Context: an optimization exercise on an open-source flow, tuned for small area and a short achievable clock period. The choices shown serve that exercise and are no tape-out recipe.
Only simulation tests tie the RTL to the original design; equivalence was not proved.
Power figures rest on the tool's default switching activity, not on a simulated workload.

==> job 7153 <==
==> flow/design.v (excerpt) <==
module Ques3 (out, zero, Data_in, Read_Addr_1, Read_Addr_2, Write_Addr, Write_Enable, Clock, Mux_ctrl, opcode);
==> module Ques3, before the edit <==
module Ques3 (out, zero, Data_in, Read_Addr_1, Read_Addr_2, Write_Addr, Write_Enable, Clock, Mux_ctrl, opcode);
  output [31:0] out;
  output zero;
  input  [31:0] Data_in;
  input  [4:0]  Read_Addr_1, Read_Addr_2, Write_Addr;
  input  [2:0]  opcode;
  input         Write_Enable, Clock, Mux_ctrl;
  reg  [31:0] Reg_File [0:31];
  wire [1023:0] q;
  genvar g, k;
  generate
    for (k = 0; k < 32; k = k + 1) begin : rd
      assign q[32*k +: 32] = Reg_File[k];
    end
  endgenerate
  wire [3:0] npa1 = ~(4'd1 << Read_Addr_1[1:0]);
  wire [7:0] npb1 = ~(8'd1 << Read_Addr_1[4:2]);
  wire [3:0] npa2 = ~(4'd1 << Read_Addr_2[1:0]);
  wire [7:0] npb2 = ~(8'd1 << Read_Addr_2[4:2]);
  wire [31:0] sel1_lo, sel1_hi, sel2_lo, sel2_hi;
  generate
    for (k = 0; k < 32; k = k + 1) begin : dec
      g_nor2 D1L (.a(npa1[k % 4]), .b(npb1[k / 4]), .y(sel1_lo[k]));
      g_nor2 D1H (.a(npa1[k % 4]), .b(npb1[k / 4]), .y(sel1_hi[k]));
      g_nor2 D2L (.a(npa2[k % 4]), .b(npb2[k / 4]), .y(sel2_lo[k]));
      g_nor2 D2H (.a(npa2[k % 4]), .b(npb2[k / 4]), .y(sel2_hi[k]));
    end
  endgenerate
  wire [31:0] nA, nB;
  wire [4:0]  nBs;    
  generate
    for (g = 0; g < 32; g = g + 1) begin : bt
      wire [31:0] col;
      for (k = 0; k < 32; k = k + 1) begin : c
        assign col[k] = q[32*k + g];
      end
      wire [31:0] sl1 = (g < 16) ? sel1_lo : sel1_hi;
      wire [31:0] sl2 = (g < 16) ? sel2_lo : sel2_hi;
      rd_bit R1 (.q(col), .sel(sl1), .nd(nA[g]));
      if (g < 5) begin : s2
        rd_bit2 R2 (.q(col), .sel(sl2), .nd(nB[g]), .nd2(nBs[g]));
      end else begin : n2
        rd_bit R2 (.q(col), .sel(sl2), .nd(nB[g]));
      end
    end
  endgenerate
  alu ALU (.nA(nA), .nB(nB), .nBs(nBs), .opcode(opcode), .out(out), .zero(zero));
  wire [31:0] wdata = Mux_ctrl ? out : Data_in;
  always @(posedge Clock)
    if (Write_Enable)
      Reg_File[Write_Addr] <= wdata;
endmodule
Settings: LEC_CHECK=0, CAP_MARGIN=20, CORE_MARGIN=2, CORE_UTILIZATION=55, CTS_CLUSTER_DIAMETER=100, CTS_CLUSTER_SIZE=24, PLACE_DENSITY=0.72, SETUP_SLACK_MARGIN=2.5, SLEW_MARGIN=20, SYNTH_HIERARCHICAL=1, SYNTH_MINIMUM_KEEP_SIZE=0; clock period 11.0 ns.
standard.sh (not shown) runs the stock make flow with config.mk's settings and CLKGATE_MAP_FILE= SYNTH_SCRIPT=/design/flow/synth_recipe.tcl, a recipe that flattens the netlist after the stock synthesis.
==> flow/flow/run.sh <==
#!/bin/bash
set -euo pipefail
bash standard.sh synth > synth.log 2>&1
export PRE_FLOORPLAN_TCL="$PWD/flow/downsize.tcl"
export BUFFER_PORTS_ARGS="-buffer_cell sky130_fd_sc_hd__buf_4"
bash standard.sh finish > layout.log 2>&1
==> flow/flow/downsize.tcl <==
# Set every combinational cell from synthesis to the _1 drive of its own
# function (ABC maps the design's small gate modules at high drive); the
# flow's timing repair then upsizes the cells that timing needs. Registers
# keep their cell.
set block [ord::get_db_block]
set db [ord::get_db]
set n 0
foreach inst [$block getInsts] {
  set m [$inst getMaster]
  set name [$m getName]
  if {![regexp {^(sky130_fd_sc_hd__[a-z0-9]+)_([0-9]+)$} $name -> base drive]} { continue }
  if {$drive == 1 || $drive == 0} { continue }
  if {[string match "*df*" $base] || [string match "*dl*" $base] || [string match "*conb*" $base]} { continue }
  set small [$db findMaster "${base}_1"]
  if {$small == "NULL"} { continue }
  if {[$small getWidth] >= [$m getWidth]} { continue }
  $inst swapMaster $small
  incr n
}
puts "downsize: $n cells set to drive 1"
==> inputs of job 3654, as changes to job 7153 <==
--- a/flow/design.v
+++ b/flow/design.v
@@ -14,17 +14,6 @@
     end
   endgenerate
-  wire [3:0] npa1 = ~(4'd1 << Read_Addr_1[1:0]);
-  wire [7:0] npb1 = ~(8'd1 << Read_Addr_1[4:2]);
-  wire [3:0] npa2 = ~(4'd1 << Read_Addr_2[1:0]);
-  wire [7:0] npb2 = ~(8'd1 << Read_Addr_2[4:2]);
-  wire [31:0] sel1_lo, sel1_hi, sel2_lo, sel2_hi;
-  generate
-    for (k = 0; k < 32; k = k + 1) begin : dec
-      g_nor2 D1L (.a(npa1[k % 4]), .b(npb1[k / 4]), .y(sel1_lo[k]));
-      g_nor2 D1H (.a(npa1[k % 4]), .b(npb1[k / 4]), .y(sel1_hi[k]));
-      g_nor2 D2L (.a(npa2[k % 4]), .b(npb2[k / 4]), .y(sel2_lo[k]));
-      g_nor2 D2H (.a(npa2[k % 4]), .b(npb2[k / 4]), .y(sel2_hi[k]));
-    end
-  endgenerate
+  wire [31:0] sel1 = 32'd1 << Read_Addr_1;
+  wire [31:0] sel2 = 32'd1 << Read_Addr_2;
   wire [31:0] nA, nB;
   wire [4:0]  nBs;    
@@ -35,11 +24,9 @@
         assign col[k] = q[32*k + g];
       end
-      wire [31:0] sl1 = (g < 16) ? sel1_lo : sel1_hi;
-      wire [31:0] sl2 = (g < 16) ? sel2_lo : sel2_hi;
-      rd_bit R1 (.q(col), .sel(sl1), .nd(nA[g]));
+      rd_bit R1 (.q(col), .sel(sel1), .nd(nA[g]));
       if (g < 5) begin : s2
-        rd_bit2 R2 (.q(col), .sel(sl2), .nd(nB[g]), .nd2(nBs[g]));
+        rd_bit2 R2 (.q(col), .sel(sel2), .nd(nB[g]), .nd2(nBs[g]));
       end else begin : n2
-        rd_bit R2 (.q(col), .sel(sl2), .nd(nB[g]));
+        rd_bit R2 (.q(col), .sel(sel2), .nd(nB[g]));
       end
     end
==> run summary <==
Between job 3654 and job 7153, the lower combinational power is in job 3654 (gap about 8%, measured against job 7153).
Between job 3654 and job 7153, the lower fmax is in job 7153 (gap about 0.8%, measured against job 7153).
Between job 3654 and job 7153, the lower routed wire length is in job 7153 (gap about 0.55%, measured against job 7153).
Of job 7153 and job 3654, job 3654 has the higher first-iteration DRC count (gap 3.3%, measured against job 3654).
In job 3654 the design area is smaller than in job 7153, by 3.5%.
Between job 3654 and job 7153, the lower synthesized cell count is in job 3654 (gap 1.9%, measured against job 7153).
Of job 7153 and job 3654, job 7153 has the higher power (gap about 1.5%, measured against job 3654).
In sequential power, job 3654 and job 7153 hardly differ.
Clock power: job 3654 is higher than job 7153 (about 3%).
Of job 3654 and job 7153, job 3654 has the higher hold slack (gap 150 ps).
==> figures <==
Outcome: job 3654 finished clean; job 7153 finished clean
Switching power total: job 3654 2.67 mW; job 7153 2.76 mW
Power dissipated in combinational cells: job 3654 2.09 mW; job 7153 2.28 mW
Hold Path Stages: job 3654 8; job 7153 7
Int Power: job 3654 6.05 mW; job 7153 6.09 mW
Setup Slack @ Placement: job 3654 1140 ps; job 7153 1050 ps
Multi-input combinational gate total: job 3654 2019; job 7153 2084
Relative slew slack: job 3654 42.5%; job 7153 11.2%
Met2 Resource Use GR: job 3654 63.7%; job 7153 62.2%
Resize count post-CTS: job 3654 174; job 7153 255
Starting density of the core: job 3654 55.5%; job 7153 55.7%
Post-route minimum period: job 3654 8570 ps; job 7153 8640 ps
Clock slew seen by the registers of the worst setup and hold paths: job 3654 90 ps; job 7153 100 ps
Part of the total power dissipated in the clock network: job 3654 23.6%; job 7153 22.6%
Die X: job 3654 292 um; job 7153 293 um
Smallest setup slack after layout: job 3654 2430 ps; job 7153 2360 ps
Sequential cell area share: job 3654 57.8%; job 7153 55.8%
Global-route wire length before repair: job 3654 261000 um; job 7153 257000 um
Power in sequential cells: job 3654 4.57 mW; job 7153 4.58 mW
Wire length per cell: job 3654 41.3 um; job 7153 39.7 um
Finished Core Util: job 3654 64.8%; job 7153 67.0%

[static timing again, ports no longer ideal]
No port has a modelled driver above. Below, the same layouts with a new extraction and two added sets of constraints. Step 1: set_driving_cell puts a clkbuf_16 on Clock and a buf_2 on each other input, an assumption about the parent block. Step 2 times the ports against the registers' clock, not the clock port: input delays grow and output delays shrink by t, the midpoint of the rising clock arrivals with the driver on. a / b / c = ideal ports / drivers / drivers and shift; a / b = the first two.
| run | t, ns | setup WS [ns] | worst setup path after step 2 | clock arrival spread, ns | worst register clock-pin slew, ns |
|---|---|---|---|---|---|
| job 7153 | 0.718 | 2.358 / 2.304 / 2.304 | input to output | 0.031 / 0.031 | 0.10 / 0.10 |
| job 3654 | 0.707 | 2.428 / 2.400 / 2.400 | input to output | 0.044 / 0.045 | 0.10 / 0.10 |
After both steps setup and hold are still met in every run listed. For job 7153, which loses most, drivers alone change the setup slack by -0.054 ns; drivers and shift together by -0.054 ns.
